Source: an optimization exercise on an open RTL-to-GDS flow (aim: small area, a short achievable clock period and few clock cycles). Production flows keep margins and buffers that such runs may drop. Only simulation tests tie the RTL to the original design; equivalence was not proved. Power is estimated from default activity; no workload was simulated.

## flow/run.sh

```bash
#!/bin/bash
# synth_recipe.tcl (not shown) runs the flow's synth.tcl, then flattens the netlist and writes it again
# the make line also repeats each setting of config.mk as NAME=value (left out here)
make -C /OpenROAD-flow-scripts/flow DESIGN_CONFIG=/design/flow/config.mk WORK_HOME=/design/flow/orfs CLKGATE_MAP_FILE= SYNTH_SCRIPT=/design/flow/synth_recipe.tcl finish
```

## flow/config.mk

```make
export PLATFORM = sky130hd
export DESIGN_NAME = SimpleCPU
export DESIGN_NICKNAME = SimpleCPU
export VERILOG_FILES = /design/flow/design.v
export SDC_FILE = /design/flow/constraint.sdc
export NUM_CORES = 4
export LEC_CHECK = 0
export CAP_MARGIN = 20
export CORE_MARGIN = 2
export CORE_UTILIZATION = 40
export SLEW_MARGIN = 20
```

## flow/constraint.sdc

```tcl
create_clock -name core_clock -period 9.0 [get_ports {clk}]
set_input_delay 1.8000 -clock core_clock [delete_from_list [all_inputs] [get_ports {clk}]]
set_output_delay 1.8000 -clock core_clock [all_outputs]
set_load 0.01 [all_outputs]
```

## flow/design.v

```verilog
`timescale 1ns / 1ps
module SimpleCPU(clk, rst, data_fromRAM, wrEn, addr_toRAM, data_toRAM);
parameter SIZE = 10;
parameter FI = 0;  
parameter DE = 1;  
parameter FD1 = 2;  
parameter FD2 = 3;  
parameter EX = 4;  
parameter WR_UP = 5;  
parameter ADD = 0;
parameter NAND = 1;
parameter SRL = 2;
parameter LT = 3;
parameter CP = 4;
parameter CPI = 5;
parameter BZJ = 6;
parameter MUL = 7;
input clk, rst;
input wire [31:0] data_fromRAM;
output reg wrEn;
output reg [SIZE-1:0] addr_toRAM;
output reg [31:0] data_toRAM;
reg [2:0] state, stateNext;
reg [SIZE-1:0] pCounter, pCounterNext;
reg [31:0] memA, memANext;
reg [31:0] memB, memBNext;
reg [31:0] instruction, instructionNext;
reg gotCPIdata, gotCPIdataNext;
wire [2:0] opcodeDE;
wire immediateDE;
wire [SIZE-1:0] addrADE;
wire [SIZE-1:0] addrBDE;
assign opcodeDE = data_fromRAM[31:29];
assign immediateDE = data_fromRAM[28];
assign addrADE = data_fromRAM[27:14];
assign addrBDE = data_fromRAM[13:0];
wire [2:0] opcode;
wire immediate;
wire [SIZE-1:0] addrA;
wire [SIZE-1:0] addrB;
assign opcode = instruction[31:29];
assign immediate = instruction[28];
assign addrA = instruction[27:14];
assign addrB = instruction[13:0];
always@(posedge clk) begin
    state <= stateNext;
    pCounter <= pCounterNext;
    memA <= memANext;
    memB <= memBNext;
    instruction <= instructionNext;
    gotCPIdata <= gotCPIdataNext;
end
always@(*) begin
    stateNext = state;
    pCounterNext = pCounter;
    memANext = memA;
    memBNext = memB;
    instructionNext = instruction;
    gotCPIdataNext = gotCPIdata;
    addr_toRAM = 0;
    data_toRAM = 0;
    wrEn = 0;
    if(rst) begin
        stateNext = 0;
        pCounterNext = 0;
        memANext = 0;
        memBNext = 0;
        instructionNext = 0;
        gotCPIdataNext = 0;
        wrEn = 0;
        addr_toRAM = 0;
        data_toRAM = 0;
    end
    else begin
        case(state)
            FI : begin
                wrEn = 0;
                addr_toRAM = pCounter;
                stateNext = DE;
            end
            DE : begin
                instructionNext = data_fromRAM;
                addr_toRAM = addrADE;
                if(immediateDE) begin
                    memBNext = addrBDE;
                end
                stateNext = FD1;
                case(opcodeDE)
                    CP : begin
                        if(immediateDE) begin
                            stateNext = EX;
                        end
                        else begin
                            addr_toRAM = addrBDE;
                            stateNext = FD2;
                        end
                    end
                    CPI : begin
                        if(!immediateDE) begin
                            addr_toRAM = addrBDE;
                            stateNext = FD2;
                        end
                    end
                endcase
            end
            FD1 : begin
                memANext = data_fromRAM;
                if(immediate && ~(opcode == CPI)) begin
                    stateNext = EX;
                end
                else begin
                    addr_toRAM = addrB;
                    stateNext = FD2;
                end
                case(opcode)
                    CPI : begin
                        instructionNext = {instruction[31:28], 4'b0000, data_fromRAM[SIZE-1:0], instruction[13:0]};
                    end
                endcase
            end
            FD2 : begin
                memBNext = data_fromRAM;
                stateNext = EX;
                case(opcode)
                    CPI : begin
                        if(~immediate && ~gotCPIdata) begin
                            instructionNext = {instruction[31:14], 4'b0000, data_fromRAM[SIZE-1:0]};
                            addr_toRAM = data_fromRAM[SIZE-1:0];
                            stateNext = FD2;
                            gotCPIdataNext = 1;
                        end
                    end
                endcase
            end
            EX : begin
                stateNext = WR_UP;
                case(opcode)
                    ADD : begin
                        memANext = memA + memB;
                    end
                    NAND : begin
                        memANext = ~(memA & memB);
                    end
                    SRL : begin
                        if(memB < 32) begin
                            memANext = memA >> memB;
                        end
                        else begin
                            memANext = memA << (memB - 32);
                        end
                    end
                    LT : begin
                        if(memA < memB) begin
                            memANext = 1;
                        end
                        else begin
                            memANext = 0;
                        end
                    end
                    CP : begin
                        memANext = memB;
                    end
                    CPI : begin
                        gotCPIdataNext = 0;
                        memANext = memB;
                    end
                    BZJ : begin
                        if(immediate) begin
                            pCounterNext = memA + addrB;
                        end
                        else begin
                            if(memB == 0) begin
                                pCounterNext = memA;
                            end
                            else begin
                                pCounterNext = pCounter + 1;
                            end
                        end
                        stateNext = FI;
                    end
                    MUL : begin
                        memANext = memA * memB;
                    end
                endcase
            end
            WR_UP : begin
                pCounterNext = pCounter + 1;
                wrEn = 1;
                addr_toRAM = addrA;
                data_toRAM = memA;
                stateNext = FI;
            end
        endcase
    end
end
endmodule
```

==> run summary <==
* Count of boundary I/O pins at 77
* Most common cell in the netlist: inv_1
* H-tree levels at 3
* Routability congestion estimate from global placement at 1.05
* Cells along the critical path: ha_1, inv_1, fa_1, inv_1, fa_1, fa_1, inv_1, fa_1, inv_1, ha_1, ha_1, fa_1, fa_1, ha_1, a21o_1, a21oi_1, o21ai_0, a221o_1, a221o_1, a211oi_1, nor2_1, mux2i_1, a221oi_1, o22ai_1
* Wire length per cell at 27.2 um
* Area growth, synth to finish at 7.38%
* Mean instance size in the synthesized netlist at 7.97 um^2
* Worst Path Arrival at 8330 ps
* Detailed Routing Iterations Pass 1 at 8
* Dominant combinational cell family by area after synthesis: adder cells
* Cell area after synthesis at 28200 um^2
* Highest fanout seen on the critical path at 18
* Number of violations reported at the end of detailed-routing iteration 0 at 3038
* Post-synthesis sequential area ratio at 7.24%
* Parity-gate share of the synthesized area counting xor and xnor cells at 3.98%
* Share of Yosys cell area claimed by the top area cell type at 29.1%
* Result of the run: complete, no violations
* Accumulated negative setup slack at 0 ps
* Number of nets in the layout at 4106
* Avg Vias per Cell at 5.99
* First-pass GRT wire length at 179000 um
* Slew HR at 24.0%
* Static leakage at 13.4 nW
* Post-synth EDFFs at 0
* Overall die width at 270 um
* Clock tree skew after final layout at 10.8 ps
* Site Rows at 97
* Detailed Route WL at 120000 um
* Main flop type after synthesis: dfxtp_1
* Share of flip-flops with an asynchronous set or reset at 0%
* Final count of negative-setup-slack endpoints at 0
* Placement Setup Slack at 1090 ps
* Die ar. at 72600 um^2
* Starting density of the core at 40.3%
* Category of the critical setup timing path: register to register
* Most area-hungry cell type in the Yosys netlist: fa_1
* Commonest cells post-synth: inv_1, fa_1, nand2_1
* Largest net degree at the start of global routing at 61
* Final critical delay including setup and external delays at 8080 ps
* Antenna violations before repair at 3
* Ratio of total power to cell area at 79.1 nW/um^2
* Fraction of power consumed by combinational cells at 56.4%
* Proportion of power drawn by flip-flops and latches at 25.5%
* Yosys warning total at 1
* Post-route cell area at 30300 um^2
* Total congestion overflow after global routing at 0
* Simple-gate share of the synthesized area at 20.6%
* GRT Util Overall at 32.8%
* Internal at 0.00112 W
* Via count of the first global-routing pass at 26600
* Die Span Y at 270 um
* Resize count post-CTS at 0
* Clock tree root buffer cell: clkbuf_16
* Clk sink count at 102
* Max Cap Violations at 0
* Final hold slack at 482 ps
* WP data required at 9240 ps
* Proportion of synthesized area in mux cells at 5.21%
* Clock tree from TritonCTS: built
* Port buffer count at 76
* Post-CTS Hold Buffers at 0
* Via total after detailed routing at 26400
* Final HPWL from detailed placement at 90300 um
* Syn nets at 4178
* Area fraction in compound gates after synthesis at 15.4%
* Portion of the clock cycle consumed by the worst path in the final layout at 89.8%
* Number of buffers created by CTS at 9
* Synth area leaders: fa_1, ha_1, dfxtp_1
* Worst Setup End Kind: register
* Final Slew Violations at 0
* Unrepaired setup endpoints after global routing: no
* Max VDD drop at 0.111 mV
* Count of state elements after synthesis at 102
* Fraction of the mapped netlist area in adder cells at 37.9%
* Clock share of power at 18.0%
* Final core utilization at 43.3%
* Worst-case setup margin in the final layout at 918 ps
* Hold Fails Final Rpt at 0
* Number of instances in the synthesized netlist at 3536
* Post-synth cell types at 84
* Switching part of the total at 53.3%
* Post CTS Setup Buffer Count at 0
* Achievable Freq at 0.124 GHz
* Cell with the biggest individual delay on the critical path: dfxtp_1
* Number of design rule violations left after detail routing at 0
* Deepest clock path buffer count at 2
* Worst min path class: register to register
* Clock slew at the register clock pins of the worst setup and hold paths at 80 ps
* Startpoint kind of the worst setup timing path: register
* Clock latency on the worst-skew pair at 380 ps
* Total placed instance area at 30000 um^2
* Remaining number of nets flagged by the antenna check after routing at 0
* Cell mode on critical path: fa_1
* Actual transition at the worst max-transition pin at 1140 ps
* Sw power at 0.00128 W
* Peak per-stage delay on the critical path at 830 ps
* Share of post-route cells with drive strength above 1 at 6.11%
* Core outline area at 69900 um^2
-- metrics by stage --
| step | total power (W) | std cells |
|---|---|---|
| 2_1_floorplan | 0.00136 | 3536 |
| 3_3_place_gp | 0.00192 | 4393 |
| 3_5_place_dp | 0.00191 | 4393 |
| 4_1_cts | 0.00234 | 4409 |
| 5_1_grt | 0.00248 | 4409 |
| 6_report | 0.00240 | 4410 |
-- cells in the final DEF, fill, tap and decap left out, drive strengths merged, types with 15 or more instances in the layout --
cell	count
nand2	376
and3	32
a31oi	34
a22oi	27
clkdlybuf4s50	75
a21oi	204
nor3	52
a211oi	44
mux2i	51
o21ai	132
ha	198
nor4	15
a21o	25
nor2	296
mux4	32
buf	106
o22ai	32
nor2b	16
a311oi	16
or3	22
and2	277
xnor2	95
inv	453
nand2b	26
dfxtp	102
xor2	33
nand3	39
o211ai	22
fa	410
mux2	21
-- registers in the layout, indices dropped and copies added, names as in the netlist --
name / count
state: 3
memB: 32
instruction: 24
memA: 32
pCounter: 10
gotCPIdata: 1
-- power by group through the flow --
stage	Sequential (W)	Combinational (W)	Clock (W)
after floorplan	0.000529	0.000835	0
after global placement	0.000617	0.00130	0
after detailed placement	0.000618	0.00129	0
after CTS	0.000607	0.00130	0.000431
after global routing	0.000616	0.00142	0.000444
final	0.000611	0.00135	0.000432
-- final timing paths --
| kind | startpoint | to | slack [ps] | cells after the start |
|---|---|---|---|---|
| min reg2reg | instruction[0] | instruction[0] | 480 | 2 |
| min | instruction[0] | instruction[0] | 480 | 2 |
| max reg2reg | memB[6] | memA[28] | 920 | 24 |
| max | memB[6] | memA[28] | 920 | 24 |
-- metal layers --
metal	vias to the layer above	GRT usage [%]	share of wire, %
li1	11500	-	-
met1	13100	45.4	41
met2	1543	49.3	43
met3	315	7.50	11
met4	4	13.9	5.1
met5	-	0	0.019
-- logic make-up after synthesis --
logic type / after synthesis
AO/OA/AOI/OAI: 677
XOR/XNOR: 128
adder cells (fa/ha/maj): 608
buffers and inverters: 719
flip-flops: 102
multiplexers: 104
AND/OR/NAND/NOR: 1198
-- worst max-delay path: cells and delay by family, from the launching register on --
family	cells	cell delay [ps]
fa+ha+maj	10	4130
compound gates	8	2420
flops	1	830
buf+inv	4	270
mux	1	150
simple gates	1	140
-- area by class of cell --
class / instances / area, um^2
multi-input cells: 2715 / 23500
fillers: 7205 / 39600
flip-flops and latches: 102 / 2060
inverters: 455 / 1710
clock buffers: 11 / 264
repair buffers: 181 / 1570
clock inverters: 5 / 38.8
diodes: 1 / 2.50
well taps: 940 / 1180
Testbench counts, summed over its fixed seeds: cycles 47,884.

==> afterwards: timing with drivers on the ports <==
In the flow no input, the clock included, has a driving cell. The finished layout below was timed again as built, in two steps.
Step 1 assumes that a clkbuf_16 drives the clock port and a buf_2 every other input.
Step 2 moves the port delays by t, midway between the first and last clock arrival at a register: inputs arrive t later, outputs are due t later. That takes back most of the time a late clock gives input paths.
Slacks: ideal / step 1 / step 2; pairs: ideal / step 1.
t, ns: 0.410
slack for setup (ns): 0.918 / 0.917 / 0.917
worst setup path at the end: register to register
worst register clock-pin slew, ns: 0.08 / 0.08
worst data-port slew with drivers (ns): 0.05
After both steps this run still meets setup and hold. For this run, drivers alone change the setup slack by -0.001 ns; drivers and shift together by -0.001 ns.
